Context: an optimization exercise on an open-source flow, tuned for small area, a short achievable clock period and few clock cycles. The choices shown serve that exercise and are no tape-out recipe.
Where RTL was checked, it was by simulation tests only, not by an equivalence proof against the original.
Only the layout flow was run in run 6; the RTL was not checked for function there.
Power is estimated from default activity; no workload was simulated.

--- flow/flow/run.sh ---
#!/bin/bash
# Standard layout, with the I/O port buffers made from a plain buffer cell
# instead of the delay cell the resizer picks by default.
export BUFFER_PORTS_ARGS="-buffer_cell sky130_fd_sc_hd__buf_1"
bash standard.sh > standard.log 2>&1
--- flow/standard.sh ---
#!/bin/bash
# synth_recipe.tcl (not shown) runs the flow's synth.tcl, then flattens the netlist and writes it again
# the make line also repeats each setting of config.mk as NAME=value (left out here)
make -C /OpenROAD-flow-scripts/flow DESIGN_CONFIG=/design/flow/config.mk WORK_HOME=/design/flow/orfs CLKGATE_MAP_FILE= SYNTH_SCRIPT=/design/flow/synth_recipe.tcl "${@:-finish}"
--- flow/config.mk ---
export PLATFORM = sky130hd
export DESIGN_NAME = adder
export DESIGN_NICKNAME = adder
export VERILOG_FILES = /design/flow/design.v
export SDC_FILE = /design/flow/constraint.sdc
export NUM_CORES = 4
export LEC_CHECK = 0
export CAP_MARGIN = 20
export CORE_MARGIN = 2
export CORE_UTILIZATION = 40
export SLEW_MARGIN = 20
--- flow/constraint.sdc ---
create_clock -name core_clock -period 4.0 [get_ports {clk}]
set_input_delay 0.8000 -clock core_clock [delete_from_list [all_inputs] [get_ports {clk}]]
set_output_delay 0.8000 -clock core_clock [all_outputs]
set_load 0.01 [all_outputs]
--- flow/design.v ---
module adder(
    input clk,
    input reset,
    input [31:0] a,
    input [31:0] b,
    input available,
    input [4:0] exception_f,
    output [31:0] sum,
    output done
    );
    wire [7:0] ae = a[30:23];
    wire [7:0] be = b[30:23];
    wire [7:0] ep = ~(ae ^ be);
    wire [7:0] eg = ae & ~be;
    wire eg0 = eg[1] | (ep[1] & eg[0]);
    wire ep0 = ep[1] & ep[0];
    wire eg1 = eg[2] | (ep[2] & eg[1]);
    wire ep1 = ep[2] & ep[1];
    wire eg2 = eg[3] | (ep[3] & eg[2]);
    wire ep2 = ep[3] & ep[2];
    wire eg3 = eg[4] | (ep[4] & eg[3]);
    wire ep3 = ep[4] & ep[3];
    wire eg4 = eg[5] | (ep[5] & eg[4]);
    wire ep4 = ep[5] & ep[4];
    wire eg5 = eg[6] | (ep[6] & eg[5]);
    wire ep5 = ep[6] & ep[5];
    wire eg6 = eg[7] | (ep[7] & eg[6]);
    wire ep6 = ep[7] & ep[6];
    wire eg7 = eg1 | (ep1 & eg[0]);
    wire ep7 = ep1 & ep[0];
    wire eg8 = eg2 | (ep2 & eg0);
    wire ep8 = ep2 & ep0;
    wire eg9 = eg3 | (ep3 & eg1);
    wire ep9 = ep3 & ep1;
    wire eg10 = eg4 | (ep4 & eg2);
    wire ep10 = ep4 & ep2;
    wire eg11 = eg5 | (ep5 & eg3);
    wire ep11 = ep5 & ep3;
    wire eg12 = eg6 | (ep6 & eg4);
    wire ep12 = ep6 & ep4;
    wire eg13 = eg9 | (ep9 & eg[0]);
    wire ep13 = ep9 & ep[0];
    wire eg14 = eg10 | (ep10 & eg0);
    wire ep14 = ep10 & ep0;
    wire eg15 = eg11 | (ep11 & eg7);
    wire ep15 = ep11 & ep7;
    wire eg16 = eg12 | (ep12 & eg8);
    wire ep16 = ep12 & ep8;
    wire co = eg16;
    wire [7:0] d;
    assign d[0] = ~ep[0];
    assign d[1] = co ? (ep[1] ^ (eg[0] | ep[0])) : ~(ep[1] ^ eg[0]);
    assign d[2] = co ? (ep[2] ^ (eg0 | ep0)) : ~(ep[2] ^ eg0);
    assign d[3] = co ? (ep[3] ^ (eg7 | ep7)) : ~(ep[3] ^ eg7);
    assign d[4] = co ? (ep[4] ^ (eg8 | ep8)) : ~(ep[4] ^ eg8);
    assign d[5] = co ? (ep[5] ^ (eg13 | ep13)) : ~(ep[5] ^ eg13);
    assign d[6] = co ? (ep[6] ^ (eg14 | ep14)) : ~(ep[6] ^ eg14);
    assign d[7] = co ? (ep[7] ^ (eg15 | ep15)) : ~(ep[7] ^ eg15);
    wire swap = ~co;
    wire [22:0] ma = swap ? b[22:0] : a[22:0];
    wire [22:0] mb = swap ? a[22:0] : b[22:0];
    wire big = (|d[7:5]) | (d[4] & d[3]) | (d[4] & d[2] & d[1] & d[0]);
    wire [23:0] sh = big ? 24'd0 : ({1'b1, mb} >> d[4:0]);
    reg swap_r;
    reg [23:0] sh_r;    
    reg [22:0] ma_r;
    always @(posedge clk) begin
       swap_r <= swap;
       ma_r <= ma;
       sh_r <= sh;
    end
    wire [22:0] p = ma_r ^ sh_r[22:0];
    wire [22:0] g = ma_r & sh_r[22:0];
    wire [7:0] ea = swap_r ? be : ae;
    wire z = sh_r[23];
    wire mg17 = g[1] | (p[1] & g[0]);
    wire mg18 = g[2] | (p[2] & g[1]);
    wire mp18 = p[2] & p[1];
    wire mg19 = g[3] | (p[3] & g[2]);
    wire mp19 = p[3] & p[2];
    wire mg20 = g[4] | (p[4] & g[3]);
    wire mp20 = p[4] & p[3];
    wire mg21 = g[5] | (p[5] & g[4]);
    wire mp21 = p[5] & p[4];
    wire mg22 = g[6] | (p[6] & g[5]);
    wire mp22 = p[6] & p[5];
    wire mg23 = g[7] | (p[7] & g[6]);
    wire mp23 = p[7] & p[6];
    wire mg24 = g[8] | (p[8] & g[7]);
    wire mp24 = p[8] & p[7];
    wire mg25 = g[9] | (p[9] & g[8]);
    wire mp25 = p[9] & p[8];
    wire mg26 = g[10] | (p[10] & g[9]);
    wire mp26 = p[10] & p[9];
    wire mg27 = g[11] | (p[11] & g[10]);
    wire mp27 = p[11] & p[10];
    wire mg28 = g[12] | (p[12] & g[11]);
    wire mp28 = p[12] & p[11];
    wire mg29 = g[13] | (p[13] & g[12]);
    wire mp29 = p[13] & p[12];
    wire mg30 = g[14] | (p[14] & g[13]);
    wire mp30 = p[14] & p[13];
    wire mg31 = g[15] | (p[15] & g[14]);
    wire mp31 = p[15] & p[14];
    wire mg32 = g[16] | (p[16] & g[15]);
    wire mp32 = p[16] & p[15];
    wire mg33 = g[17] | (p[17] & g[16]);
    wire mp33 = p[17] & p[16];
    wire mg34 = g[18] | (p[18] & g[17]);
    wire mp34 = p[18] & p[17];
    wire mg35 = g[19] | (p[19] & g[18]);
    wire mp35 = p[19] & p[18];
    wire mg36 = g[20] | (p[20] & g[19]);
    wire mp36 = p[20] & p[19];
    wire mg37 = g[21] | (p[21] & g[20]);
    wire mp37 = p[21] & p[20];
    wire mg38 = g[22] | (p[22] & g[21]);
    wire mp38 = p[22] & p[21];
    wire mg39 = mg18 | (mp18 & g[0]);
    wire mg40 = mg19 | (mp19 & mg17);
    wire mg41 = mg20 | (mp20 & mg18);
    wire mp41 = mp20 & mp18;
    wire mg42 = mg21 | (mp21 & mg19);
    wire mp42 = mp21 & mp19;
    wire mg43 = mg22 | (mp22 & mg20);
    wire mp43 = mp22 & mp20;
    wire mg44 = mg23 | (mp23 & mg21);
    wire mp44 = mp23 & mp21;
    wire mg45 = mg24 | (mp24 & mg22);
    wire mp45 = mp24 & mp22;
    wire mg46 = mg25 | (mp25 & mg23);
    wire mp46 = mp25 & mp23;
    wire mg47 = mg26 | (mp26 & mg24);
    wire mp47 = mp26 & mp24;
    wire mg48 = mg27 | (mp27 & mg25);
    wire mp48 = mp27 & mp25;
    wire mg49 = mg28 | (mp28 & mg26);
    wire mp49 = mp28 & mp26;
    wire mg50 = mg29 | (mp29 & mg27);
    wire mp50 = mp29 & mp27;
    wire mg51 = mg30 | (mp30 & mg28);
    wire mp51 = mp30 & mp28;
    wire mg52 = mg31 | (mp31 & mg29);
    wire mp52 = mp31 & mp29;
    wire mg53 = mg32 | (mp32 & mg30);
    wire mp53 = mp32 & mp30;
    wire mg54 = mg33 | (mp33 & mg31);
    wire mp54 = mp33 & mp31;
    wire mg55 = mg34 | (mp34 & mg32);
    wire mp55 = mp34 & mp32;
    wire mg56 = mg35 | (mp35 & mg33);
    wire mp56 = mp35 & mp33;
    wire mg57 = mg36 | (mp36 & mg34);
    wire mp57 = mp36 & mp34;
    wire mg58 = mg37 | (mp37 & mg35);
    wire mp58 = mp37 & mp35;
    wire mg59 = mg38 | (mp38 & mg36);
    wire mp59 = mp38 & mp36;
    wire mg60 = mg41 | (mp41 & g[0]);
    wire mg61 = mg42 | (mp42 & mg17);
    wire mg62 = mg43 | (mp43 & mg39);
    wire mg63 = mg44 | (mp44 & mg40);
    wire mg64 = mg45 | (mp45 & mg41);
    wire mp64 = mp45 & mp41;
    wire mg65 = mg46 | (mp46 & mg42);
    wire mp65 = mp46 & mp42;
    wire mg66 = mg47 | (mp47 & mg43);
    wire mp66 = mp47 & mp43;
    wire mg67 = mg48 | (mp48 & mg44);
    wire mp67 = mp48 & mp44;
    wire mg68 = mg49 | (mp49 & mg45);
    wire mp68 = mp49 & mp45;
    wire mg69 = mg50 | (mp50 & mg46);
    wire mp69 = mp50 & mp46;
    wire mg70 = mg51 | (mp51 & mg47);
    wire mp70 = mp51 & mp47;
    wire mg71 = mg52 | (mp52 & mg48);
    wire mp71 = mp52 & mp48;
    wire mg72 = mg53 | (mp53 & mg49);
    wire mp72 = mp53 & mp49;
    wire mg73 = mg54 | (mp54 & mg50);
    wire mp73 = mp54 & mp50;
    wire mg74 = mg55 | (mp55 & mg51);
    wire mp74 = mp55 & mp51;
    wire mg75 = mg56 | (mp56 & mg52);
    wire mp75 = mp56 & mp52;
    wire mg76 = mg57 | (mp57 & mg53);
    wire mp76 = mp57 & mp53;
    wire mg77 = mg58 | (mp58 & mg54);
    wire mp77 = mp58 & mp54;
    wire mg78 = mg59 | (mp59 & mg55);
    wire mp78 = mp59 & mp55;
    wire mg79 = mg64 | (mp64 & g[0]);
    wire mg80 = mg65 | (mp65 & mg17);
    wire mg81 = mg66 | (mp66 & mg39);
    wire mg82 = mg67 | (mp67 & mg40);
    wire mg83 = mg68 | (mp68 & mg60);
    wire mg84 = mg69 | (mp69 & mg61);
    wire mg85 = mg70 | (mp70 & mg62);
    wire mg86 = mg71 | (mp71 & mg63);
    wire mg87 = mg72 | (mp72 & mg64);
    wire mp87 = mp72 & mp64;
    wire mg88 = mg73 | (mp73 & mg65);
    wire mp88 = mp73 & mp65;
    wire mg89 = mg74 | (mp74 & mg66);
    wire mp89 = mp74 & mp66;
    wire mg90 = mg75 | (mp75 & mg67);
    wire mp90 = mp75 & mp67;
    wire mg91 = mg76 | (mp76 & mg68);
    wire mp91 = mp76 & mp68;
    wire mg92 = mg77 | (mp77 & mg69);
    wire mp92 = mp77 & mp69;
    wire mg93 = mg78 | (mp78 & mg70);
    wire mp93 = mp78 & mp70;
    wire mg94 = mg87 | (mp87 & g[0]);
    wire mg95 = mg88 | (mp88 & mg17);
    wire mg96 = mg89 | (mp89 & mg39);
    wire mg97 = mg90 | (mp90 & mg40);
    wire mg98 = mg91 | (mp91 & mg60);
    wire mg99 = mg92 | (mp92 & mg61);
    wire mg100 = mg93 | (mp93 & mg62);
    wire [23:0] t;
    assign t[0] = p[0];
    assign t[1] = p[1] ^ g[0];
    assign t[2] = p[2] ^ mg17;
    assign t[3] = p[3] ^ mg39;
    assign t[4] = p[4] ^ mg40;
    assign t[5] = p[5] ^ mg60;
    assign t[6] = p[6] ^ mg61;
    assign t[7] = p[7] ^ mg62;
    assign t[8] = p[8] ^ mg63;
    assign t[9] = p[9] ^ mg79;
    assign t[10] = p[10] ^ mg80;
    assign t[11] = p[11] ^ mg81;
    assign t[12] = p[12] ^ mg82;
    assign t[13] = p[13] ^ mg83;
    assign t[14] = p[14] ^ mg84;
    assign t[15] = p[15] ^ mg85;
    assign t[16] = p[16] ^ mg86;
    assign t[17] = p[17] ^ mg94;
    assign t[18] = p[18] ^ mg95;
    assign t[19] = p[19] ^ mg96;
    assign t[20] = p[20] ^ mg97;
    assign t[21] = p[21] ^ mg98;
    assign t[22] = p[22] ^ mg99;
    assign t[23] = mg100;
    wire c = t[23];
    wire norm = z | c;
    assign sum = norm ? {a[31], ea + 8'd1, z & c, t[22:1]} : {a[31], ea, t[22:0]};
    reg done_reg;
    always @(posedge clk or posedge reset) begin
       if (reset) done_reg <= 1'b0;
       else done_reg <= available;
    end
    assign done = done_reg;
endmodule
==> notes.md, run 1 <==
=====================================================================================
Result of the run                                                        complete, no violations
Combinational family with the most area after synthesis                  multiplexers
TNS Setup                                                                        0 ns
Number of endpoints failing setup at the final stage                                0
Height of the die                                                              116 um
Type of origin of the critical path                                         flip-flop
Signal arrival time at the worst endpoint                                     3.06 ns
Cell count after placement                                                        834
Worst-path cell with the longest stage delay                             sky130_fd_sc_hd__fa_2
Pre-CTS setup slack                                                         0.0407 ns
Library cell with the largest summed area after synthesis                sky130_fd_sc_hd__dfxtp_1
Worst min-delay path class                                               primary input to async pin
Antenna violations before repair                                                    0
Number of I/O port buffers                                                         96
Number of pins exceeding their max-slew limit in the final report                   0
Critical Path Fanout Max                                                            4
Post-Synth Adder-Cell Area                                                      9.06%
Most common cell after layout, fill and taps aside                       sky130_fd_sc_hd__nand2_1
Sequential cell area                                                          986 um2
Worst slew margin relative to its limit                                         51.7%
Number of stages on the worst setup path                                           12
Gate count after technology mapping                                               586
First-pass detailed-route iteration total                                           5
Floorplan core area                                                        12,100 um2
Area of the multi-input gates                                                3780 um2
Post-synth cell types                                                              59
Clock-pin transition on the worst setup and hold timing paths                 0.06 ns
Total number of yosys warnings                                                      1
Simple logic cell fraction of the synthesized area                              18.2%
Post-synthesis instance area                                                 5000 um2
Minimum setup slack in the final design                                      0.142 ns
Detail-routed net length per standard cell                                    15.3 um
Wire length of the first global-routing pass                                  20.7 mm
Final Hold Violating Endpoints                                                      0
Synth Area in XOR/XNOR                                                          5.96%
Required time worst endpoint                                                  3.20 ns
Top_reg_cell synth                                                       sky130_fd_sc_hd__dfxtp_1
Top-Level Pins                                                                    105
Measured slew at the worst slew-check pin                                    0.722 ns
Count of maximum capacitance violations                                             0
Hold slack final                                                             0.312 ns
Overall routed net length                                                     12.9 mm
Final period util                                                               96.5%
Final core utilization                                                          47.5%
Most flops, register                                                             sh_r
Share of synthesized area spent on multiplexers                                 24.8%
Final standard cell area without fillers                                     5750 um2
Count of routing violations after the opening detailed-route iteration            331
Fraction of post-synthesis cell area in the top cell type by area               19.2%
Sequential-to-total area share from yosys stat                                  19.7%
Vias/cell                                                                        5.39
Max FFs per register                                                               24
Synthesis-to-layout area growth                                                 15.0%
Crit end category                                                        primary output
Top Registers                                                            sh_r (24), ma_r (23)
Instance area after placement                                                5570 um2
Number of nets in the synthesized netlist                                         693
Number of register bits inferred by synthesis                                      49
Critical setup path kind                                                 flip-flop to primary output
Largest incremental delay on the critical path                                0.39 ns
Via count of the first global-routing pass                                      4,241
Weighted congestion at the end of routability-driven global placement           0.884
Per-instance average area after synthesis                                    8.53 um2
Dominant cells by area after synthesis                                   sky130_fd_sc_hd__dfxtp_1 19%, sky130_fd_sc_hd__mux4_2 10%, sky130_fd_sc_hd__mux2i_1 9.4%, sky130_fd_sc_hd__ha_1 8.3%, sky130_fd_sc_hd__nand2_1 8.1%
Top library cells by usage in the layout, fill and taps aside            108 x sky130_fd_sc_hd__nand2_1, 95 x sky130_fd_sc_hd__buf_1, 48 x sky130_fd_sc_hd__dfxtp_1, 47 x sky130_fd_sc_hd__mux2i_1, 33 x sky130_fd_sc_hd__ha_1
Total clock buffers created by CTS                                                  5
Maximum level of the CTS H-tree                                                     2
Combined global-route utilization of all metal layers                           19.2%
Maximum ir drop on the vdd rail                                            0.000191 V
TritonCTS clock tree                                                              yes
Site row count                                                                     40
Number of sinks on the clock net                                                   49
Number of enable-type register cells in the synthesized netlist                     0
Final standard cell count with taps included and fillers excluded                 843
Asr flop ratio synth                                                            2.04%
Vias                                                                            4,540
Number of inserted filler cells in the final layout                             1,239
Final period demand of the worst path                                         3.86 ns
Horizontal die dimension                                                       116 um
Area of the die                                                            13,400 um2
Share of layout cells above drive strength 1                                    13.3%
Ordered cell list for the critical path                                  ha_1 -> fa_2 -> a211oi_2 -> o21ai_0 -> a21oi_1 -> buf_4 -> o21ai_1 -> a31oi_1 -> o211a_1 -> xnor2_1 -> mux2_2 -> buf_1
CTS Root Cell                                                            sky130_fd_sc_hd__clkbuf_16
Highest achievable clock rate                                                 259 MHz
Number of nets in the layout                                                      781
Overall Power                                                                 2.26 mW
Deepest clock path buffer count                                                     2
P_leak                                                                        2.54 nW
Critical Path Start                                                           sh_r[0]
Largest delay share family, worst path                                   compound AO/OA/AOI/OAI gates
Starting utilization of the core area                                           41.3%
DP Wirelength                                                                 10.6 mm
Residual DRC                                                                        0
Count of inserted antenna diode cells                                               0
Congestion Overflow GR                                                              0
Total power density per cell area                                          393 nW/um2
Buffering stage count on the worst path with inverters included                     2
Largest net degree at the start of global routing                                  33
Post-synthesis compound-gate area fraction                                      16.6%
ANT nets after route                                                                0
=====================================================================================
## Yosys cell counts, types with 4 or more instances
cell type,number
sky130_fd_sc_hd__clkbuf_1,7
sky130_fd_sc_hd__nor2b_1,5
sky130_fd_sc_hd__a21o_1,14
sky130_fd_sc_hd__xor2_1,15
sky130_fd_sc_hd__dfxtp_1,48
sky130_fd_sc_hd__nand2_1,108
sky130_fd_sc_hd__o311ai_1,4
sky130_fd_sc_hd__a211oi_1,5
sky130_fd_sc_hd__nor3_1,12
sky130_fd_sc_hd__nand4_1,10
sky130_fd_sc_hd__nand3_1,12
sky130_fd_sc_hd__a21oi_1,30
sky130_fd_sc_hd__ha_1,33
sky130_fd_sc_hd__buf_2,12
sky130_fd_sc_hd__nor2_1,29
sky130_fd_sc_hd__mux2_2,19
sky130_fd_sc_hd__nand2b_1,10
sky130_fd_sc_hd__mux2i_1,47
sky130_fd_sc_hd__and3_1,4
sky130_fd_sc_hd__o211ai_1,8
sky130_fd_sc_hd__buf_4,6
sky130_fd_sc_hd__o21ai_0,20
sky130_fd_sc_hd__a31oi_1,7
sky130_fd_sc_hd__o21a_1,4
sky130_fd_sc_hd__inv_1,20
sky130_fd_sc_hd__mux4_2,23
sky130_fd_sc_hd__xnor2_1,19
## layout make-up
type	instances	area share (%)
inverters	22	1.57
repair buffers	113	9.45
multi-input cells	483	65.8
well taps	168	3.66
clock buffers	6	2.24
clock inverters	2	0.174
flip-flops and latches	49	17.1
## cells by family (layout without fill, tap and decap cells)
| family | count (synthesis) | after routing |
|---|---|---|
| AND/OR/NAND/NOR | 203 | 203 |
| multiplexers | 91 | 91 |
| flip-flops | 49 | 49 |
| adder cells (fa/ha/maj) | 35 | 35 |
| XOR/XNOR | 34 | 34 |
| AO/OA/AOI/OAI | 120 | 120 |
| buffers and inverters | 54 | 143 |
## timing repair
action	in CTS	in global routing
cloned	0	0
endpoints found under the setup margin	7	23
hold buffers	0	0
setup buffers	0	1
pin swaps	0	3
gates resized for setup	3	9
## final timing paths
kind | endpoint | slack [ns]
worst max-delay path | sum[19] | 0.14
worst min-delay path | done_reg | 0.31
max in group asynchronous | done_reg | 3.60
min in group core_clock | done_reg | 0.61
## routing by layer
metal	track usage (%)	share of wire, %
met1	26.7	47
met2	31.3	47
met3	2.04	4.2
met4	6.35	2.2
met5	0	0
## report_power, final
part | internal, mW | switching, mW | leakage (nW) | total, mW
Clock | 0.229 | 0.165 | 0.0706 | 0.395
Combinational | 0.562 | 0.727 | 2.06 | 1.29
Sequential | 0.549 | 0.0301 | 0.408 | 0.579
Total | 1.34 | 0.922 | 2.54 | 2.26
Testbench counts, summed over its fixed seeds: cycles 6,392.
==> inputs of run 2 (changes only) <==
--- a/flow/config.mk
+++ b/flow/config.mk
@@ -9,3 +9,4 @@
 export CORE_MARGIN = 2
 export CORE_UTILIZATION = 40
+export SETUP_SLACK_MARGIN = 0.3
 export SLEW_MARGIN = 20
==> notes.md, run 2 <==
=====================================================================================
Result of the run                                                        complete, no violations
Vias/cell                                                                        5.45   +1.2%
Overall Power                                                                 2.52 mW   +11%
First-pass detailed-route iteration total                                           6   +1
Floorplan core area                                                        12,100 um2   unchanged
Top library cells by usage in the layout, fill and taps aside            108 x sky130_fd_sc_hd__nand2_1, 91 x sky130_fd_sc_hd__buf_1, 42 x sky130_fd_sc_hd__mux2i_1, 40 x sky130_fd_sc_hd__dfxtp_1, 32 x sky130_fd_sc_hd__buf_4
Top-Level Pins                                                                    105   unchanged
Wire length of the first global-routing pass                                  21.7 mm   +4.7%
ANT nets after route                                                                0   unchanged
Count of routing violations after the opening detailed-route iteration            362   +9.4%
CTS Root Cell                                                            sky130_fd_sc_hd__clkbuf_16
Critical Path Fanout Max                                                            5   +1
P_leak                                                                        2.73 nW   +7.5%
Measured slew at the worst slew-check pin                                    0.609 ns   -0.113 ns
Site row count                                                                     40   unchanged
Deepest clock path buffer count                                                     2   unchanged
Minimum setup slack in the final design                                      0.295 ns   +0.154 ns
Total clock buffers created by CTS                                                  5   unchanged
Total number of yosys warnings                                                      1   unchanged
Highest achievable clock rate                                                 270 MHz   +4.1%
Antenna violations before repair                                                    0   unchanged
Crit end category                                                        primary output
Maximum level of the CTS H-tree                                                     2   unchanged
Type of origin of the critical path                                         flip-flop
Buffering stage count on the worst path with inverters included                     3   +1
Maximum ir drop on the vdd rail                                            0.000209 V   +9.4%
Number of I/O port buffers                                                         96   unchanged
Top Registers                                                            sh_r (24), ma_r (23)
Detail-routed net length per standard cell                                    16.5 um   +7.6%
Congestion Overflow GR                                                              0   unchanged
Max FFs per register                                                               24   unchanged
Detailed-route wire length on metal 1                                         6.34 mm   +4.2%
Final period util                                                               92.6%   -3.8 points
Largest net degree at the start of global routing                                  33   unchanged
Number of enable-type register cells in the synthesized netlist                     0   unchanged
Critical setup path kind                                                 flip-flop to primary output
Detail Route met2 WL                                                          7.06 mm   +17%
Count of inserted antenna diode cells                                               0   unchanged
Worst slew margin relative to its limit                                         59.4%   +7.7 points
Fraction of post-synthesis cell area in the top cell type by area               19.2%   unchanged
Via count of the first global-routing pass                                      4,444   +4.8%
Most common cell on crit path                                            sky130_fd_sc_hd__buf_6
Number of sinks on the clock net                                                   49   unchanged
Clock-pin transition on the worst setup and hold timing paths                 0.06 ns   about the same
Area of the die                                                            13,400 um2   unchanged
Hold slack final                                                             0.308 ns   -0.00398 ns
Combined global-route utilization of all metal layers                           20.2%   +1.0 points
DP Wirelength                                                                 10.6 mm   unchanged
Dominant cells by area after synthesis                                   sky130_fd_sc_hd__dfxtp_1 19%, sky130_fd_sc_hd__mux4_2 10%, sky130_fd_sc_hd__mux2i_1 9.4%, sky130_fd_sc_hd__ha_1 8.3%, sky130_fd_sc_hd__nand2_1 8.1%
Count of maximum capacitance violations                                             0   unchanged
Final Hold Violating Endpoints                                                      0   unchanged
Weighted congestion at the end of routability-driven global placement           0.884   unchanged
Residual DRC                                                                        0   unchanged
Largest delay share family, worst path                                   compound AO/OA/AOI/OAI gates
Number of pins exceeding their max-slew limit in the final report                   0   unchanged
Horizontal die dimension                                                       116 um   unchanged
Asr flop ratio synth                                                            2.04%   unchanged
Setup repair after global routing missed its margin                              true
Height of the die                                                              116 um   unchanged
Post-synthesis instance area                                                 5000 um2   unchanged
Gate count after technology mapping                                               586   unchanged
Per-instance average area after synthesis                                    8.53 um2   unchanged
Pre-CTS setup slack                                                         0.0407 ns   unchanged
Required time worst endpoint                                                  3.20 ns   about the same
TritonCTS clock tree                                                              yes
Most flops, register                                                             sh_r
Sequential-to-total area share from yosys stat                                  19.7%   unchanged
Post-synth cell types                                                              59   unchanged
Final period demand of the worst path                                         3.70 ns   -0.154 ns
Total power density per cell area                                          396 nW/um2   +0.69%
Most used standard cell by instance count after synthesis                sky130_fd_sc_hd__nand2_1
Met3 wire length                                                               648 um   +18%
Top_reg_cell synth                                                       sky130_fd_sc_hd__dfxtp_1
Library cell with the largest summed area after synthesis                sky130_fd_sc_hd__dfxtp_1
Synthesis-to-layout area growth                                                 27.0%
Vias                                                                            4,740   +4.4%
Number of endpoints failing setup at the final stage                                0   unchanged
Number of nets in the layout                                                      808   +3.5%
Number of nets in the synthesized netlist                                         693   unchanged
Share of layout cells above drive strength 1                                    23.4%   +10 points
CTS Hold Bufs                                                                       0   unchanged
Worst-path cell with the longest stage delay                             sky130_fd_sc_hd__dfxtp_4
Largest incremental delay on the critical path                                0.36 ns   -0.03 ns
Ordered cell list for the critical path                                  ha_4 -> a211oi_4 -> o21ai_2 -> and3_4 -> a211o_4 -> a21oi_4 -> o311ai_4 -> buf_4 -> buf_6 -> mux2_4 -> buf_6
Highest signal layer in the routed design                                        met4
Signal arrival time at the worst endpoint                                     2.90 ns   -0.16 ns
Number of register bits inferred by synthesis                                      49   unchanged
Most common cell after layout, fill and taps aside                       sky130_fd_sc_hd__nand2_1
Overall routed net length                                                     14.4 mm   +11%
TNS Setup                                                                        0 ns   unchanged
Worst min-delay path class                                               primary input to async pin
Leading cell types by count after synthesis                              108 x sky130_fd_sc_hd__nand2_1, 48 x sky130_fd_sc_hd__dfxtp_1, 47 x sky130_fd_sc_hd__mux2i_1
Starting utilization of the core area                                           41.3%   unchanged
=====================================================================================
run 2: final cells by class:
| type | instances | area [um2] |
|---|---|---|
| Fill cell | 1156 | 5760 |
| Tap cell | 168 | 210 |
| Clock inverter | 2 | 10.0 |
| Multi-Input combinational cell | 483 | 4080 |
| Timing Repair Buffer | 140 | 833 |
| Inverter | 22 | 90.1 |
| Sequential cell | 49 | 1000 |
| Clock buffer | 6 | 129 |
run 2: logic make-up after synthesis:
kind of cell / after synthesis / synth area share (%)
flip-flops: 49 / 19.7
adder cells (fa/ha/maj): 35 / 9.06
multiplexers: 91 / 24.8
XOR/XNOR: 34 / 5.96
buffers and inverters: 54 / 5.68
AND/OR/NAND/NOR: 203 / 18.2
AO/OA/AOI/OAI: 120 / 16.6
run 2: power breakdown:
group	switching, mW	total (mW)	internal [mW]
registers	0.0436	0.596	0.552
clock network	0.166	0.396	0.229
logic	0.800	1.52	0.723
total	1.01	2.52	1.50
run 2: routing by layer:
| metal | track usage, % | vias to the layer above |
|---|---|---|
| met1 | 27.2 | 2216 |
| met3 | 2.09 | 26 |
| met4 | 7.30 | 0 |
| met5 | 0 | - |
| li1 | - | 2357 |
| met2 | 33.8 | 141 |
run 2: worst max path at each step:
stage                     startpoint      end  slack, ns  depth (start not counted)
after global placement         b[23]  sh_r[7]       0.10                         15
after CTS                    ma_r[3]   sum[5]       0.30                         11
after global routing         sh_r[1]   sum[5]       0.24                         11
after floorplan                b[23]  sh_r[7]       0.54                         12
final                        sh_r[1]   sum[5]       0.30                         11
after detailed placement       b[23]  sh_r[5]       0.04                         14
run 2: stage by stage:
step	area (um2)	util (%)	instances
after CTS	5970	49.3	860
after floorplan	5000	-	586
after global routing	6350	52.4	870
after detailed placement	5570	46.0	834
after global placement	5570	46.0	834
final	6350	52.4	870
run 2: what timing repair did:
| item | 4_1_cts | 5_1_grt |
|---|---|---|
| resized for setup | 34 | 53 |
| setup endpoints to repair | 31 | 49 |
| buffers inserted | 16 | 7 |
| cloned | 2 | 3 |
| pin swaps | 14 | 28 |
| endpoints found under the hold margin | 0 | 0 |
==> inputs of run 3 (changes only) <==
--- a/flow/config.mk
+++ b/flow/config.mk
@@ -8,5 +8,5 @@
 export CAP_MARGIN = 20
 export CORE_MARGIN = 2
-export CORE_UTILIZATION = 40
-export SETUP_SLACK_MARGIN = 0.3
+export CORE_UTILIZATION = 65
+export CTS_BUF_LIST = sky130_fd_sc_hd__clkbuf_4 sky130_fd_sc_hd__clkbuf_8
 export SLEW_MARGIN = 20
==> notes.md, run 3 <==
=====================================================================================
Result of the run                                                        finished with violations
Layout check failures                                                    negative setup slack
Height of the die                                                             91.7 um   -21%
Largest net degree at the start of global routing                                  31   -6.1%
Highest achievable clock rate                                                 250 MHz   -7.4%
Per-instance average area after synthesis                                    8.53 um2   unchanged
Maximum ir drop on the vdd rail                                            0.000213 V   +1.8%
Signal arrival time at the worst endpoint                                     3.20 ns   +0.30 ns
Final standard cell area without fillers                                     5700 um2   -10%
Horizontal die dimension                                                      91.7 um   -21%
Net switching power figure                                                   0.936 mW   -7.3%
Met3 demand-to-capacity share in global routing                                 3.20%   +1.1 points
Count of inserted antenna diode cells                                               0   unchanged
Number of endpoints failing setup at the final stage                                1   +1
Sequential-to-total area share from yosys stat                                  19.7%   unchanged
Vias/cell                                                                        6.10   +12%
Switching share of power                                                        42.5%   +2.3 points
Cell count after placement                                                        777   -6.8%
Deepest clock path buffer count                                                     2   unchanged
Sequential cell area                                                          986 um2   -1.5%
Met2 track demand over resource in global routing                               50.9%   +17 points
Combined global-route utilization of all metal layers                           30.5%   +10 points
Number of nets in the layout                                                      792   -2.0%
Top_reg_cell synth                                                       sky130_fd_sc_hd__dfxtp_1
Cell-internal power                                                           1.27 mW   -16%
Worst slew margin relative to its limit                                         29.9%   -29 points
Overall routed net length                                                     12.9 mm   -9.9%
Post-synthesis instance area                                                 5000 um2   unchanged
GR Layer Usage met1                                                             41.4%   +14 points
Fraction of power consumed by the clock network                                 13.2%   -2.5 points
ANT nets after route                                                                0   unchanged
CTS Hold Bufs                                                                       0   unchanged
Wire length of the first global-routing pass                                  21.0 mm   -3.3%
Top Registers                                                            sh_r (24), ma_r (23)
Area of the multi-input gates                                                3790 um2   -7.0%
Final Hold Violating Endpoints                                                      0   unchanged
Worst-path cell with the longest stage delay                             sky130_fd_sc_hd__a2111oi_0
Site row count                                                                     31   -23%
Most used standard cell by instance count after synthesis                sky130_fd_sc_hd__nand2_1
Number of I/O port buffers                                                         96   unchanged
Fraction of post-synthesis cell area in the top cell type by area               19.2%   unchanged
Peak-usage layer in the global routing report                                    met2
Max FFs per register                                                               24   unchanged
Post-synth cell types                                                              59   unchanged
Number of register bits inferred by synthesis                                      49   unchanged
Final standard cell count with taps included and fillers excluded                 785   -9.8%
Largest delay share family, worst path                                   compound AO/OA/AOI/OAI gates
Synthesis-to-layout area growth                                                 14.1%
Gate power share                                                                60.4%   -0.2 points
Hold slack final                                                             0.305 ns   -0.00311 ns
Largest incremental delay on the critical path                                0.42 ns   +0.06 ns
Congestion Overflow GR                                                              0   unchanged
Ordered cell list for the critical path                                  ha_1 -> a2111oi_0 -> o21ai_0 -> o21a_1 -> a211o_1 -> a21oi_4 -> o311ai_4 -> inv_2 -> mux2_2 -> buf_1
Detail-routed net length per standard cell                                    16.5 um   -0.15%
Clock-pin transition on the worst setup and hold timing paths                 0.09 ns   +0.03 ns
Required time worst endpoint                                                  3.20 ns   about the same
Sequential cell fraction of total power                                         26.5%   +2.8 points
Gate count after technology mapping                                               586   unchanged
Number of inserted filler cells in the final layout                               550   -52%
Top library cells by usage in the layout, fill and taps aside            108 x sky130_fd_sc_hd__nand2_1, 96 x sky130_fd_sc_hd__buf_1, 48 x sky130_fd_sc_hd__dfxtp_1, 47 x sky130_fd_sc_hd__mux2i_1, 33 x sky130_fd_sc_hd__ha_1
DP Wirelength                                                                 10.3 mm   -2.5%
Most common cell after layout, fill and taps aside                       sky130_fd_sc_hd__nand2_1
Total number of yosys warnings                                                      1   unchanged
Number of pins exceeding their max-slew limit in the final report                   0   unchanged
Final period demand of the worst path                                         4.00 ns   +0.296 ns
Maximum level of the CTS H-tree                                                     2   unchanged
Asr flop ratio synth                                                            2.04%   unchanged
First-pass detailed-route iteration total                                           6   unchanged
Library cell with the largest summed area after synthesis                sky130_fd_sc_hd__dfxtp_1
Antenna violations before repair                                                    0   unchanged
Final period util                                                                100%   +7.4 points
Crit end category                                                        primary output
Measured slew at the worst slew-check pin                                     1.05 ns   +0.438 ns
Instance area after placement                                                5570 um2   about the same
TritonCTS clock tree                                                              yes
Residual DRC                                                                        0   unchanged
Vias                                                                            4,789   +1.0%
Worst min-delay path class                                               primary input to async pin
Buffering stage count on the worst path with inverters included                     2   -1
Overall Power                                                                 2.20 mW   -12%
Leading cell types by count after synthesis                              108 x sky130_fd_sc_hd__nand2_1, 48 x sky130_fd_sc_hd__dfxtp_1, 47 x sky130_fd_sc_hd__mux2i_1
Weighted congestion at the end of routability-driven global placement           0.901   +1.9%
Starting utilization of the core area                                           68.2%   +27 points
Type of origin of the critical path                                         flip-flop
Count of maximum capacitance violations                                             0   unchanged
Critical Path Fanout Max                                                            8   +3
Top-Level Pins                                                                    105   unchanged
Total clock buffers created by CTS                                                  5   unchanged
CTS Root Cell                                                            sky130_fd_sc_hd__clkbuf_8
Most flops, register                                                             sh_r
P_leak                                                                        2.57 nW   -6.0%
Setup Fix Bufs, Post-CTS                                                            0   -16
Share of layout cells above drive strength 1                                    15.0%   -8.3 points
Floorplan core area                                                          7330 um2   -39%
Number of enable-type register cells in the synthesized netlist                     0   unchanged
Total power density per cell area                                          386 nW/um2   -2.5%
Area of the die                                                              8410 um2   -37%
Count of routing violations after the opening detailed-route iteration            357   -1.4%
Minimum setup slack in the final design                                  -0.000998 ns   -0.296 ns
Number of nets in the synthesized netlist                                         693   unchanged
Dominant cells by area after synthesis                                   sky130_fd_sc_hd__dfxtp_1 19%, sky130_fd_sc_hd__mux4_2 10%, sky130_fd_sc_hd__mux2i_1 9.4%, sky130_fd_sc_hd__ha_1 8.3%, sky130_fd_sc_hd__nand2_1 8.1%
Final core utilization                                                          77.8%   +25 points
Via count of the first global-routing pass                                      4,605   +3.6%
Critical setup path kind                                                 flip-flop to primary output
Number of sinks on the clock net                                                   49   unchanged
=====================================================================================
-- run 3: timing repair --
| action | CTS | global route |
|---|---|---|
| pin swaps | 0 | 1 |
| resized for setup | 3 | 8 |
| endpoints found under the hold margin | 0 | 0 |
| endpoints found under the setup margin | 7 | 23 |
-- run 3: metrics by stage --
step           setup WS [ns]  setup TNS (ns)
2_1_floorplan          0.545               0
3_3_place_gp        -0.00805        -0.00835
3_5_place_dp      -0.0000151      -0.0000151
4_1_cts               0.0210               0
5_1_grt              -0.0277         -0.0474
6_report           -0.000998       -0.000998
-- run 3: worst paths after layout --
path | depth (start not counted) | start | to
setup / recovery | 10 | ma_r[10] | sum[7]
hold / removal | 2 | reset | done_reg
max in group asynchronous | 2 | reset | done_reg
min in group core_clock | 1 | available | done_reg
-- run 3: per-layer routing --
layer  up-vias  routed length [um]
li1       2328                   -
met1      2242                5820
met4         0                 357
met2       184                6070
met3        35                 688
met5         -                   0
-- run 3: final cells by class --
cell class	count	area share, %
sequential	49	17.3
multi-input combinational	483	66.5
timing repair buffer	124	10.9
inverter	22	1.54
clock buffer	7	1.47
clock inverter	1	0.132
tap	99	2.17
-- run 3: power by group through the flow --
stage | Sequential, mW | Combinational [mW] | Clock, mW
6_report | 0.583 | 1.33 | 0.290
5_1_grt | 0.587 | 1.45 | 0.317
4_1_cts | 0.582 | 1.30 | 0.294
3_5_place_dp | 0.593 | 1.29 | 0
3_3_place_gp | 0.590 | 1.26 | 0
2_1_floorplan | 0.575 | 0.960 | 0
-- run 3: cell families after synthesis --
group	share of synthesized area [%]
XOR/XNOR	5.96
buffers and inverters	5.68
multiplexers	24.8
AND/OR/NAND/NOR	18.2
AO/OA/AOI/OAI	16.6
flip-flops	19.7
adder cells (fa/ha/maj)	9.06
==> inputs of run 4 (changes only) <==
--- a/flow/config.mk
+++ b/flow/config.mk
@@ -6,7 +6,8 @@
 export NUM_CORES = 4
 export LEC_CHECK = 0
+export ABC_AREA = 1
 export CAP_MARGIN = 20
 export CORE_MARGIN = 2
-export CORE_UTILIZATION = 65
+export CORE_UTILIZATION = 40
 export CTS_BUF_LIST = sky130_fd_sc_hd__clkbuf_4 sky130_fd_sc_hd__clkbuf_8
 export SLEW_MARGIN = 20
==> notes.md, run 4 <==
=====================================================================================
Cell count after placement                                                      1,122   +44%
Leading cell types by count after synthesis                              273 x sky130_fd_sc_hd__nand2_1, 209 x sky130_fd_sc_hd__nand3_1, 60 x sky130_fd_sc_hd__inv_1
Share of layout cells above drive strength 1                                    5.74%   -9.3 points
Count of maximum capacitance violations                                             0   unchanged
Post-synth cell types                                                              36   -39%
Most flops, register                                                             sh_r
Vias/cell                                                                        5.12   -16%
Number of I/O port buffers                                                         96   unchanged
Per-instance average area after synthesis                                    5.88 um2   -31%
Pre-CTS setup slack                                                          0.270 ns   +0.270 ns
Type of origin of the critical path                                         flip-flop
Top_reg_cell synth                                                       sky130_fd_sc_hd__dfxtp_1
Maximum ir drop on the vdd rail                                            0.000185 V   -13%
CTS Hold Bufs                                                                       0   unchanged
Fraction of power consumed by the clock network                                 15.5%   +2.3 points
Total clock buffers created by CTS                                                  5   unchanged
Overall routed net length                                                     14.7 mm   +14%
Most common cell after layout, fill and taps aside                       sky130_fd_sc_hd__nand2_1
Number of nets in the layout                                                    1,064   +34%
Number of enable-type register cells in the synthesized netlist                     0   unchanged
Fraction of post-synthesis cell area in the top cell type by area               20.2%   +0.94 points
ANT nets after route                                                                0   unchanged
Detail-routed net length per standard cell                                    13.0 um   -21%
Cell-internal power                                                           1.20 mW   -5.0%
Measured slew at the worst slew-check pin                                    0.715 ns   -0.332 ns
Sequential cell fraction of total power                                         25.6%   -0.9 points
Instance area after placement                                                5640 um2   +1.1%
Overall Power                                                                 2.26 mW   +2.6%
Via count of the first global-routing pass                                      5,243   +14%
P_leak                                                                        2.88 nW   +12%
Deepest clock path buffer count                                                     2   unchanged
Largest net degree at the start of global routing                                  33   +6.5%
Synthesis-to-layout area growth                                                 11.0%
Library cell with the largest summed area after synthesis                sky130_fd_sc_hd__nand3_1
Top library cells by usage in the layout, fill and taps aside            273 x sky130_fd_sc_hd__nand2_1, 209 x sky130_fd_sc_hd__nand3_1, 96 x sky130_fd_sc_hd__buf_1, 60 x sky130_fd_sc_hd__inv_1, 48 x sky130_fd_sc_hd__dfxtp_1
Final period util                                                               90.9%   -9.1 points
Gate power share                                                                58.9%   -1.5 points
Combined global-route utilization of all metal layers                           21.3%   -9.2 points
Count of inserted antenna diode cells                                               0   unchanged
Total number of yosys warnings                                                      1   unchanged
Wire length of the first global-routing pass                                  25.0 mm   +19%
Height of the die                                                              118 um   +29%
TNS Setup                                                                        0 ns   +0.000998 ns
Total power density per cell area                                          392 nW/um2   +1.6%
Starting utilization of the core area                                           41.1%   -27 points
Critical Path Fanout Max                                                           14   +6
Most used standard cell by instance count after synthesis                sky130_fd_sc_hd__nand2_1
Final Hold Violating Endpoints                                                      0   unchanged
Vias                                                                            5,780   +21%
Hold slack final                                                             0.302 ns   -0.00247 ns
Maximum level of the CTS H-tree                                                     2   unchanged
Net switching power figure                                                    1.06 mW   +13%
Post-synthesis instance area                                                 5190 um2   +3.8%
Number of register bits inferred by synthesis                                      49   unchanged
Highest achievable clock rate                                                 275 MHz   +10%
Top Registers                                                            sh_r (24), ma_r (23)
Required time worst endpoint                                                  3.20 ns   about the same
Final standard cell count with taps included and fillers excluded               1,130   +44%
DP Wirelength                                                                 12.2 mm   +18%
Switching share of power                                                        46.7%   +4.2 points
Number of pins exceeding their max-slew limit in the final report                   0   unchanged
Result of the run                                                        complete, no violations
Residual DRC                                                                        0   unchanged
Critical setup path kind                                                 flip-flop to primary output
Area of the die                                                            13,900 um2   +65%
Top-Level Pins                                                                    105   unchanged
Setup repair after global routing missed its margin                             false
Signal arrival time at the worst endpoint                                     2.84 ns   -0.36 ns
Number of sinks on the clock net                                                   49   unchanged
Detail Route met2 WL                                                          6.21 mm   +2.2%
Asr flop ratio synth                                                            2.04%   unchanged
Detailed-route wire length on metal 1                                         7.59 mm   +30%
Worst slew margin relative to its limit                                         52.3%   +22 points
Dominant cells by area after synthesis                                   sky130_fd_sc_hd__nand3_1 20%, sky130_fd_sc_hd__nand2_1 20%, sky130_fd_sc_hd__dfxtp_1 19%, sky130_fd_sc_hd__ha_1 8.0%, sky130_fd_sc_hd__inv_1 4.3%
Count of routing violations after the opening detailed-route iteration            426   +19%
Highest signal layer in the routed design                                        met4
TritonCTS clock tree                                                              yes
Worst min-delay path class                                               primary input to async pin
Clock-pin transition on the worst setup and hold timing paths                 0.08 ns   about the same
Met3 wire length                                                               702 um   +2.0%
Max FFs per register                                                               24   unchanged
Site row count                                                                     41   +32%
Sequential-to-total area share from yosys stat                                  19.0%   -0.72 points
Number of endpoints failing setup at the final stage                                0   -1
Floorplan core area                                                        12,600 um2   +72%
Weighted congestion at the end of routability-driven global placement           0.909   +0.97%
Setup Fix Bufs, Post-CTS                                                            0   unchanged
Final standard cell area without fillers                                     5760 um2   +0.92%
Crit end category                                                        primary output
First-pass detailed-route iteration total                                           6   unchanged
Gate count after technology mapping                                               882   +51%
Antenna violations before repair                                                    1   +1
Number of inserted filler cells in the final layout                             1,468   +170%
Number of nets in the synthesized netlist                                         989   +43%
Congestion Overflow GR                                                              0   unchanged
Minimum setup slack in the final design                                      0.362 ns   +0.363 ns
Final period demand of the worst path                                         3.64 ns   -0.363 ns
Final core utilization                                                          45.6%   -32 points
Horizontal die dimension                                                       118 um   +29%
CTS Root Cell                                                            sky130_fd_sc_hd__clkbuf_8
Number of resized instances in the post-cts repair step                             0   -3
=====================================================================================
==> run 4: layout make-up <==
type / instances / area, um2 / share of cell area (%)
multi-input combinational: 727 / 3740 / 65.0
clock buffer: 7 / 90.1 / 1.56
timing repair buffer: 107 / 443 / 7.69
sequential: 49 / 986 / 17.1
inverter: 67 / 251 / 4.37
clock inverter: 1 / 30.0 / 0.522
tap: 172 / 215 / 3.74
==> run 4: logic make-up (layout without fill, tap and decap cells) <==
kind of cell	after synthesis	in the layout	synth area share (%)
XOR/XNOR	30	30	5.07
AO/OA/AOI/OAI	89	89	9.36
adder cells (fa/ha/maj)	35	35	8.73
AND/OR/NAND/NOR	573	573	49.0
buffers and inverters	106	182	8.88
flip-flops	49	49	19.0
==> run 4: power by group through the flow <==
stage / logic, mW / clock network [mW] / registers, mW
final: 1.33 / 0.351 / 0.578
after global routing: 1.52 / 0.381 / 0.585
after CTS: 1.32 / 0.362 / 0.579
after detailed placement: 1.32 / 0 / 0.590
after global placement: 1.32 / 0 / 0.591
after floorplan: 1.02 / 0 / 0.576
==> run 4: routing by layer <==
metal / global-route usage, % / vias up
met5: 0 / -
met4: 5.42 / 0
met3: 1.55 / 17
met2: 32.9 / 165
met1: 31.9 / 2522
li1: - / 3076
==> run 4: final timing paths <==
| kind | start | cells after the start | slack [ns] | endpoint |
|---|---|---|---|---|
| setup / recovery | sh_r[2] | 13 | 0.36 | sum[28] |
| hold / removal | reset | 2 | 0.30 | done_reg |
| max in group asynchronous | reset | 2 | 3.61 | done_reg |
| min in group core_clock | available | 1 | 0.61 | done_reg |
==> run 4: worst max-delay path, cell delays in order (launching register included) <==
cell	delay [ns]
sky130_fd_sc_hd__dfxtp_1	0.33
sky130_fd_sc_hd__ha_1	0.35
sky130_fd_sc_hd__a21oi_1	0.14
sky130_fd_sc_hd__nand2_1	0.10
sky130_fd_sc_hd__a21oi_1	0.28
sky130_fd_sc_hd__o21ai_1	0.21
sky130_fd_sc_hd__nand3_1	0.11
sky130_fd_sc_hd__nand2_1	0.07
sky130_fd_sc_hd__nor2_1	0.13
sky130_fd_sc_hd__inv_1	0.20
sky130_fd_sc_hd__buf_4	0.22
sky130_fd_sc_hd__nand2_1	0.07
sky130_fd_sc_hd__xor2_1	0.16
sky130_fd_sc_hd__buf_1	0.17
==> inputs of run 5 (changes only) <==
--- a/flow/config.mk
+++ b/flow/config.mk
@@ -6,5 +6,4 @@
 export NUM_CORES = 4
 export LEC_CHECK = 0
-export ABC_AREA = 1
 export CAP_MARGIN = 20
 export CORE_MARGIN = 2
==> notes.md, run 5 <==
=====================================================================================
Required time worst endpoint                                                  3.20 ns   about the same
Residual DRC                                                                        0   unchanged
Worst slew margin relative to its limit                                         52.9%   +0.63 points
Critical Path Fanout Max                                                            9   -5
Via count of the first global-routing pass                                      4,233   -19%
Critical setup path kind                                                 flip-flop to primary output
TNS Setup                                                                        0 ns   unchanged
First-pass detailed-route iteration total                                           5   -1
Fraction of post-synthesis cell area in the top cell type by area               19.2%   -0.94 points
Area of the die                                                            13,400 um2   -3.5%
Fraction of power consumed by the clock network                                 13.1%   -2.4 points
Top_reg_cell synth                                                       sky130_fd_sc_hd__dfxtp_1
Sequential-to-total area share from yosys stat                                  19.7%   +0.72 points
Final period demand of the worst path                                         3.83 ns   +0.193 ns
Synthesis-to-layout area growth                                                 14.2%
Minimum setup slack in the final design                                      0.169 ns   -0.193 ns
Maximum level of the CTS H-tree                                                     2   unchanged
Number of sinks on the clock net                                                   49   unchanged
Pre-CTS setup slack                                                         0.0407 ns   -0.229 ns
Signal arrival time at the worst endpoint                                     3.03 ns   +0.19 ns
Top Registers                                                            sh_r (24), ma_r (23)
Final period util                                                               95.8%   +4.8 points
Height of the die                                                              116 um   -1.8%
Measured slew at the worst slew-check pin                                    0.704 ns   -0.0113 ns
Most flops, register                                                             sh_r
Post-synth cell types                                                              59   +64%
P_leak                                                                        2.52 nW   -12%
Area of the multi-input gates                                                3790 um2   +1.2%
Congestion Overflow GR                                                              0   unchanged
Count of maximum capacitance violations                                             0   unchanged
Total number of yosys warnings                                                      1   unchanged
Per-instance average area after synthesis                                    8.53 um2   +45%
Clock-pin transition on the worst setup and hold timing paths                 0.08 ns   about the same
Final Hold Violating Endpoints                                                      0   unchanged
Max FFs per register                                                               24   unchanged
Weighted congestion at the end of routability-driven global placement           0.884   -2.8%
Vias/cell                                                                        5.36   +4.7%
Site row count                                                                     40   -2.4%
Top-Level Pins                                                                    105   unchanged
Asr flop ratio synth                                                            2.04%   unchanged
ANT nets after route                                                                0   unchanged
Top library cells by usage in the layout, fill and taps aside            108 x sky130_fd_sc_hd__nand2_1, 95 x sky130_fd_sc_hd__buf_1, 48 x sky130_fd_sc_hd__dfxtp_1, 47 x sky130_fd_sc_hd__mux2i_1, 33 x sky130_fd_sc_hd__ha_1
Antenna violations before repair                                                    0   -1
Library cell with the largest summed area after synthesis                sky130_fd_sc_hd__dfxtp_1
Most used standard cell by instance count after synthesis                sky130_fd_sc_hd__nand2_1
Leading cell types by count after synthesis                              108 x sky130_fd_sc_hd__nand2_1, 48 x sky130_fd_sc_hd__dfxtp_1, 47 x sky130_fd_sc_hd__mux2i_1
Horizontal die dimension                                                       116 um   -1.8%
Sequential cell area                                                          986 um2   unchanged
Number of nets in the layout                                                      782   -27%
Hold slack final                                                             0.289 ns   -0.0133 ns
Number of I/O port buffers                                                         96   unchanged
TritonCTS clock tree                                                              yes
Number of register bits inferred by synthesis                                      49   unchanged
Overall routed net length                                                     12.9 mm   -12%
Crit end category                                                        primary output
Dominant cells by area after synthesis                                   sky130_fd_sc_hd__dfxtp_1 19%, sky130_fd_sc_hd__mux4_2 10%, sky130_fd_sc_hd__mux2i_1 9.4%, sky130_fd_sc_hd__ha_1 8.3%, sky130_fd_sc_hd__nand2_1 8.1%
Gate count after technology mapping                                               586   -34%
Floorplan core area                                                        12,100 um2   -4.0%
Deepest clock path buffer count                                                     2   unchanged
Total power density per cell area                                          377 nW/um2   -4.0%
Result of the run                                                        complete, no violations
Number of enable-type register cells in the synthesized netlist                     0   unchanged
Post-synthesis instance area                                                 5000 um2   -3.6%
Number of endpoints failing setup at the final stage                                0   unchanged
Total clock buffers created by CTS                                                  5   unchanged
Gate power share                                                                60.0%   +1.1 points
Cell-internal power                                                           1.24 mW   +3.1%
Worst min-delay path class                                               primary input to async pin
Net switching power figure                                                   0.910 mW   -14%
DP Wirelength                                                                 10.6 mm   -13%
Largest net degree at the start of global routing                                  33   unchanged
Number of inserted filler cells in the final layout                             1,244   -15%
Most common cell after layout, fill and taps aside                       sky130_fd_sc_hd__nand2_1
Combined global-route utilization of all metal layers                           19.3%   -2.1 points
Highest achievable clock rate                                                 261 MHz   -5.0%
Number of nets in the synthesized netlist                                         693   -30%
Starting utilization of the core area                                           41.3%   +0.16 points
Switching share of power                                                        42.3%   -4.4 points
Number of pins exceeding their max-slew limit in the final report                   0   unchanged
CTS Root Cell                                                            sky130_fd_sc_hd__clkbuf_8
Vias                                                                            4,520   -22%
Count of routing violations after the opening detailed-route iteration            295   -31%
Share of layout cells above drive strength 1                                    13.8%   +8.0 points
CTS Hold Bufs                                                                       0   unchanged
Detail-routed net length per standard cell                                    15.3 um   +18%
Type of origin of the critical path                                         flip-flop
Wire length of the first global-routing pass                                  20.7 mm   -17%
Count of inserted antenna diode cells                                               0   unchanged
Sequential cell fraction of total power                                         26.9%   +1.3 points
Maximum ir drop on the vdd rail                                            0.000139 V   -25%
=====================================================================================
[run 5: final timing paths]
check                      startpoint  slack (ns)       end  cells past startpoint
max                          sh_r[10]        0.17   sum[27]                     11
min                             reset        0.29  done_reg                      2
max in group asynchronous       reset        3.62  done_reg                      2
min in group core_clock     available        0.60  done_reg                      1
[run 5: power by group through the flow]
stage                     combinational, mW  sequential [mW]  clock, mW
after global routing                   1.43            0.585      0.306
after CTS                              1.28            0.579      0.292
after floorplan                       0.960            0.575          0
after detailed placement               1.27            0.590          0
after global placement                 1.26            0.589          0
final                                  1.29            0.578      0.283
[run 5: final cells by class]
type | instances | area share (%)
multi-input cells | 483 | 66.3
clock buffers | 6 | 1.34
well taps | 168 | 3.68
repair buffers | 114 | 9.64
inverters | 22 | 1.58
flip-flops and latches | 49 | 17.3
clock inverters | 2 | 0.175
[run 5: cells by family (layout without fill, tap and decap cells)]
| logic type | count (synthesis) | count (layout) | share of synthesized area [%] |
|---|---|---|---|
| compound gates | 120 | 120 | 16.6 |
| xor+xnor | 34 | 34 | 5.96 |
| fa+ha+maj | 35 | 35 | 9.06 |
| buf+inv | 54 | 144 | 5.68 |
| flops | 49 | 49 | 19.7 |
| mux | 91 | 91 | 24.8 |
| simple gates | 203 | 203 | 18.2 |
[run 5: critical path: stages, from the launching register on]
cell,delay [ns]
sky130_fd_sc_hd__dfxtp_1,0.31
sky130_fd_sc_hd__ha_1,0.38
sky130_fd_sc_hd__a2111oi_1,0.35
sky130_fd_sc_hd__o21ai_0,0.15
sky130_fd_sc_hd__o21a_1,0.16
sky130_fd_sc_hd__a211o_1,0.35
sky130_fd_sc_hd__a21oi_4,0.23
sky130_fd_sc_hd__o311ai_4,0.14
sky130_fd_sc_hd__buf_4,0.22
sky130_fd_sc_hd__nand3_1,0.12
sky130_fd_sc_hd__xor2_1,0.17
sky130_fd_sc_hd__buf_1,0.17
[run 5: per-stage QoR]
step | cells | instance area, um2 | total power [mW] | util [%]
2_1_floorplan | 586 | 5000 | 1.54 | -
3_3_place_gp | 834 | 5570 | 1.85 | 46.0
3_5_place_dp | 834 | 5570 | 1.86 | 46.0
4_1_cts | 842 | 5670 | 2.15 | 46.8
5_1_grt | 844 | 5710 | 2.32 | 47.1
6_report | 844 | 5710 | 2.15 | 47.1
[run 5: per-layer routing]
metal | wire [um] | part of all wire (%) | vias up | track usage [%]
li1 | - | - | 2303 | -
met1 | 6150 | 47 | 2098 | 26.6
met2 | 6050 | 47 | 99 | 31.5
met3 | 482 | 3.7 | 20 | 2.20
met4 | 268 | 2.1 | 0 | 6.43
met5 | 0 | 0 | - | 0
[run 5: repair_timing]
| item | CTS | global route |
|---|---|---|
| endpoints found under the setup margin | 9 | 27 |
| setup buffers | 0 | 2 |
| resized for setup | 3 | 11 |
| pin swaps | 0 | 6 |
| gates cloned | 0 | 0 |
==> inputs of run 6 (changes only) <==
--- a/flow/design.v
+++ b/flow/design.v
@@ -64,12 +64,12 @@
     reg swap_r;
     reg [23:0] sh_r;    
-    reg [22:0] ma_r;
+    reg [22:0] p;
+    reg [22:0] g;
     always @(posedge clk) begin
        swap_r <= swap;
-       ma_r <= ma;
-       sh_r <= sh;
+       p <= ma ^ sh[22:0];
+       g <= ma & sh[22:0];
+       sh_r[23] <= sh[23];
     end
-    wire [22:0] p = ma_r ^ sh_r[22:0];
-    wire [22:0] g = ma_r & sh_r[22:0];
     wire [7:0] ea = swap_r ? be : ae;
     wire z = sh_r[23];
--- a/flow/config.mk
+++ b/flow/config.mk
@@ -9,4 +9,3 @@
 export CORE_MARGIN = 2
 export CORE_UTILIZATION = 40
-export CTS_BUF_LIST = sky130_fd_sc_hd__clkbuf_4 sky130_fd_sc_hd__clkbuf_8
 export SLEW_MARGIN = 20
==> notes.md, run 6 <==
=====================================================================================
Number of register bits inferred by synthesis                                      49   unchanged
Top library cells by usage in the layout, fill and taps aside            96 x sky130_fd_sc_hd__buf_1, 53 x sky130_fd_sc_hd__mux2i_1, 48 x sky130_fd_sc_hd__dfxtp_1, 44 x sky130_fd_sc_hd__nand2_1, 40 x sky130_fd_sc_hd__nor2_1
Synthesis-to-layout area growth                                                 18.5%
Met2 track demand over resource in global routing                               35.8%   +4.4 points
Horizontal die dimension                                                       116 um   about the same
Met3 demand-to-capacity share in global routing                                 1.52%   -0.68 points
Dominant cells by area after synthesis                                   sky130_fd_sc_hd__dfxtp_1 19%, sky130_fd_sc_hd__mux2i_1 11%, sky130_fd_sc_hd__mux4_2 9.9%, sky130_fd_sc_hd__mux2_2 8.8%, sky130_fd_sc_hd__ha_1 8.5%
Number of nets in the synthesized netlist                                         651   -6.1%
Number of sinks on the clock net                                                   49   unchanged
Final Hold Violating Endpoints                                                      0   unchanged
Setup repair after global routing missed its margin                             false
Final period demand of the worst path                                         3.76 ns   -0.0719 ns
Hold slack final                                                             0.317 ns   +0.0275 ns
Number of inserted filler cells in the final layout                             1,192   -4.2%
Detail-routed net length per standard cell                                    16.4 um   +7.0%
Worst min-delay path class                                               primary input to async pin
Area of the die                                                            13,400 um2   about the same
Cell count after placement                                                        821   -1.6%
Total power density per cell area                                          415 nW/um2   +10%
Required time worst endpoint                                                  3.20 ns   about the same
TNS Setup                                                                        0 ns   unchanged
Vias                                                                            4,533   +0.29%
Type of origin of the critical path                                         flip-flop
Critical setup path kind                                                 flip-flop to primary output
Antenna violations before repair                                                    0   unchanged
Leading cell types by count after synthesis                              53 x sky130_fd_sc_hd__mux2i_1, 48 x sky130_fd_sc_hd__dfxtp_1, 44 x sky130_fd_sc_hd__nand2_1
Height of the die                                                              116 um   about the same
Number of enable-type register cells in the synthesized netlist                     0   unchanged
Maximum level of the CTS H-tree                                                     2   unchanged
Gate count after technology mapping                                               544   -7.2%
Sequential-to-total area share from yosys stat                                  19.7%   about the same
P_leak                                                                        2.57 nW   +1.7%
Overall routed net length                                                     13.6 mm   +5.1%
Highest achievable clock rate                                                 266 MHz   +1.9%
Result of the run                                                        complete, no violations
Count of maximum capacitance violations                                             0   unchanged
Via count of the first global-routing pass                                      4,308   +1.8%
Maximum ir drop on the vdd rail                                            0.000171 V   +23%
Site row count                                                                     40   unchanged
Weighted congestion at the end of routability-driven global placement           0.957   +8.3%
Post-synthesis instance area                                                 5000 um2   about the same
Crit end category                                                        primary output
GR Layer Usage met1                                                             27.1%   +0.48 points
Deepest clock path buffer count                                                     2   unchanged
Final standard cell area without fillers                                     5920 um2   +3.7%
TritonCTS clock tree                                                              yes
Most used standard cell by instance count after synthesis                sky130_fd_sc_hd__mux2i_1
Starting utilization of the core area                                           41.3%   about the same
Largest net degree at the start of global routing                                  29   -12%
Per-instance average area after synthesis                                    9.19 um2   +7.7%
Clock-pin transition on the worst setup and hold timing paths                 0.06 ns   -0.02 ns
Peak-usage layer in the global routing report                                    met2
Number of pins exceeding their max-slew limit in the final report                   0   unchanged
Critical Path Fanout Max                                                           22   +13
Number of nets in the layout                                                      767   -1.9%
Minimum setup slack in the final design                                      0.241 ns   +0.0719 ns
Number of I/O port buffers                                                         96   unchanged
Residual DRC                                                                        0   unchanged
Final period util                                                               94.0%   -1.8 points
Fraction of post-synthesis cell area in the top cell type by area               19.2%   about the same
Most common cell after layout, fill and taps aside                       sky130_fd_sc_hd__buf_1
Wire length of the first global-routing pass                                  21.6 mm   +4.4%
Pre-CTS setup slack                                                        -0.0415 ns   -0.0822 ns
Floorplan core area                                                        12,100 um2   unchanged
First-pass detailed-route iteration total                                           4   -1
ANT nets after route                                                                0   unchanged
Worst slew margin relative to its limit                                         48.6%   -4.3 points
CTS Root Cell                                                            sky130_fd_sc_hd__clkbuf_16
Count of routing violations after the opening detailed-route iteration            296   +0.34%
Measured slew at the worst slew-check pin                                    0.765 ns   +0.0610 ns
Library cell with the largest summed area after synthesis                sky130_fd_sc_hd__dfxtp_1
Total number of yosys warnings                                                      1   unchanged
Congestion Overflow GR                                                              0   unchanged
Asr flop ratio synth                                                            2.04%   unchanged
CTS Hold Bufs                                                                       0   unchanged
Top_reg_cell synth                                                       sky130_fd_sc_hd__dfxtp_1
Share of layout cells above drive strength 1                                    20.3%   +6.5 points
Instance area after placement                                                5740 um2   +3.1%
Post-synth cell types                                                              64   +8.5%
Vias/cell                                                                        5.47   +2.1%
Combined global-route utilization of all metal layers                           20.6%   +1.3 points
DP Wirelength                                                                 11.1 mm   +5.0%
Setup Fix Bufs, Post-CTS                                                            0   unchanged
Signal arrival time at the worst endpoint                                     2.96 ns   -0.07 ns
Top Registers                                                            g (23), p (23)
Number of endpoints failing setup at the final stage                                0   unchanged
Final standard cell count with taps included and fillers excluded                 829   -1.8%
Count of inserted antenna diode cells                                               0   unchanged
Total clock buffers created by CTS                                                  5   unchanged
Top-Level Pins                                                                    105   unchanged
=====================================================================================
run 6: timing repair:
action                                 in CTS  in global routing
pin swaps                                   0                  0
resized for setup                           1                  2
gates cloned                                0                  0
setup endpoints to repair                   8                  9
endpoints found under the hold margin       0                  0
run 6: worst paths after layout:
kind,startpoint,end,cells past startpoint
max,p[8],sum[10],7
min,reset,done_reg,2
max in group asynchronous,reset,done_reg,2
min in group core_clock,available,done_reg,1
run 6: where the power goes:
group / switching, mW / internal (mW) / leakage [nW]
Clock: 0.167 / 0.312 / 0.0841
Sequential: 0.0882 / 0.557 / 0.408
Combinational: 0.724 / 0.614 / 2.08
Total: 0.978 / 1.48 / 2.57
run 6: logic make-up after synthesis:
kind of cell	count (synthesis)	synth area share, %
DFF	49	19.7
adders and majority gates	35	8.91
xor gates and xnor gates	37	6.63
muxes	117	30.5
and+or+nand+nor	134	12.6
AOI/OAI and AO/OA	120	16.1
buffers and inverters	52	5.61
run 6: worst max-delay path, cell delays in order (launching register included):
cell and delay [ns]:
sky130_fd_sc_hd__dfxtp_1 0.35, sky130_fd_sc_hd__a2111oi_0 0.68, sky130_fd_sc_hd__a2111oi_2 0.19, sky130_fd_sc_hd__nand2b_1 0.32, sky130_fd_sc_hd__a211oi_4 0.40, sky130_fd_sc_hd__buf_12 0.24, sky130_fd_sc_hd__mux2_2 0.35, sky130_fd_sc_hd__buf_1 0.13
run 6: area by class of cell:
cell class              count  area, um2  area share (%)
multi-input cells         443       3760            63.4
flip-flops and latches     49        986            16.6
repair buffers            137        706            11.9
well taps                 168        210            3.55
clock buffers               7        143            2.41
inverters                  24       92.6            1.56
clock inverters             1       30.0           0.507
run 6: stage by stage:
step                      utilization [%]  total power, mW
after global placement               47.4             1.97
after global routing                 48.9             2.63
final                                48.9             2.46
after CTS                            48.9             2.47
after floorplan                         -             1.58
after detailed placement             47.4             1.98
run 6: per-layer routing:
metal / vias to the layer above / wire (um)
li1: 2255 / -
met1: 2146 / 5950
met2: 116 / 6900
met3: 16 / 501
met4: 0 / 261
met5: - / 0

==> re-timing with driven ports <==
The flow's constraints put no driver on any port. The routed layouts listed below were extracted and timed again, unchanged, in two steps.
Step 1 (the two cells are an assumption about what drives the block):
set clk [get_ports {clk}]
set_driving_cell -lib_cell sky130_fd_sc_hd__clkbuf_16 $clk
set_driving_cell -lib_cell sky130_fd_sc_hd__buf_2 [delete_from_list [all_inputs] $clk]
Step 2, shift: input delay + t, output delay - t, t = (earliest + latest rising clock arrival at the registers) / 2. This alone moves slack from input paths to output paths.
Three values: no drivers, after step 1, after step 2; two values: the first two.
run | t (ns) | slack for setup (ns) | clock arrival spread, ns | worst slew at a driven data input, ns
run 1 | 0.316 | 0.142 / 0.106 / 0.016 | 0.007 / 0.007 | 0.06
run 2 | 0.316 | 0.295 / 0.259 / 0.151 | 0.007 / 0.007 | 0.06
run 3 | 0.320 | -0.001 / -0.034 / -0.047 | 0.018 / 0.018 | 0.06
run 4 | 0.312 | 0.362 / 0.335 / 0.208 | 0.006 / 0.006 | 0.06
run 5 | 0.328 | 0.169 / 0.135 / 0.031 | 0.016 / 0.015 | 0.06
run 6 | 0.321 | 0.241 / 0.202 / -0.051 | 0.005 / 0.005 | 0.06
With both steps, setup timing fails in run 6, where it was met with ideal ports. For run 6, which loses most, drivers alone change the setup slack by -0.039 ns; drivers and shift together by -0.292 ns.
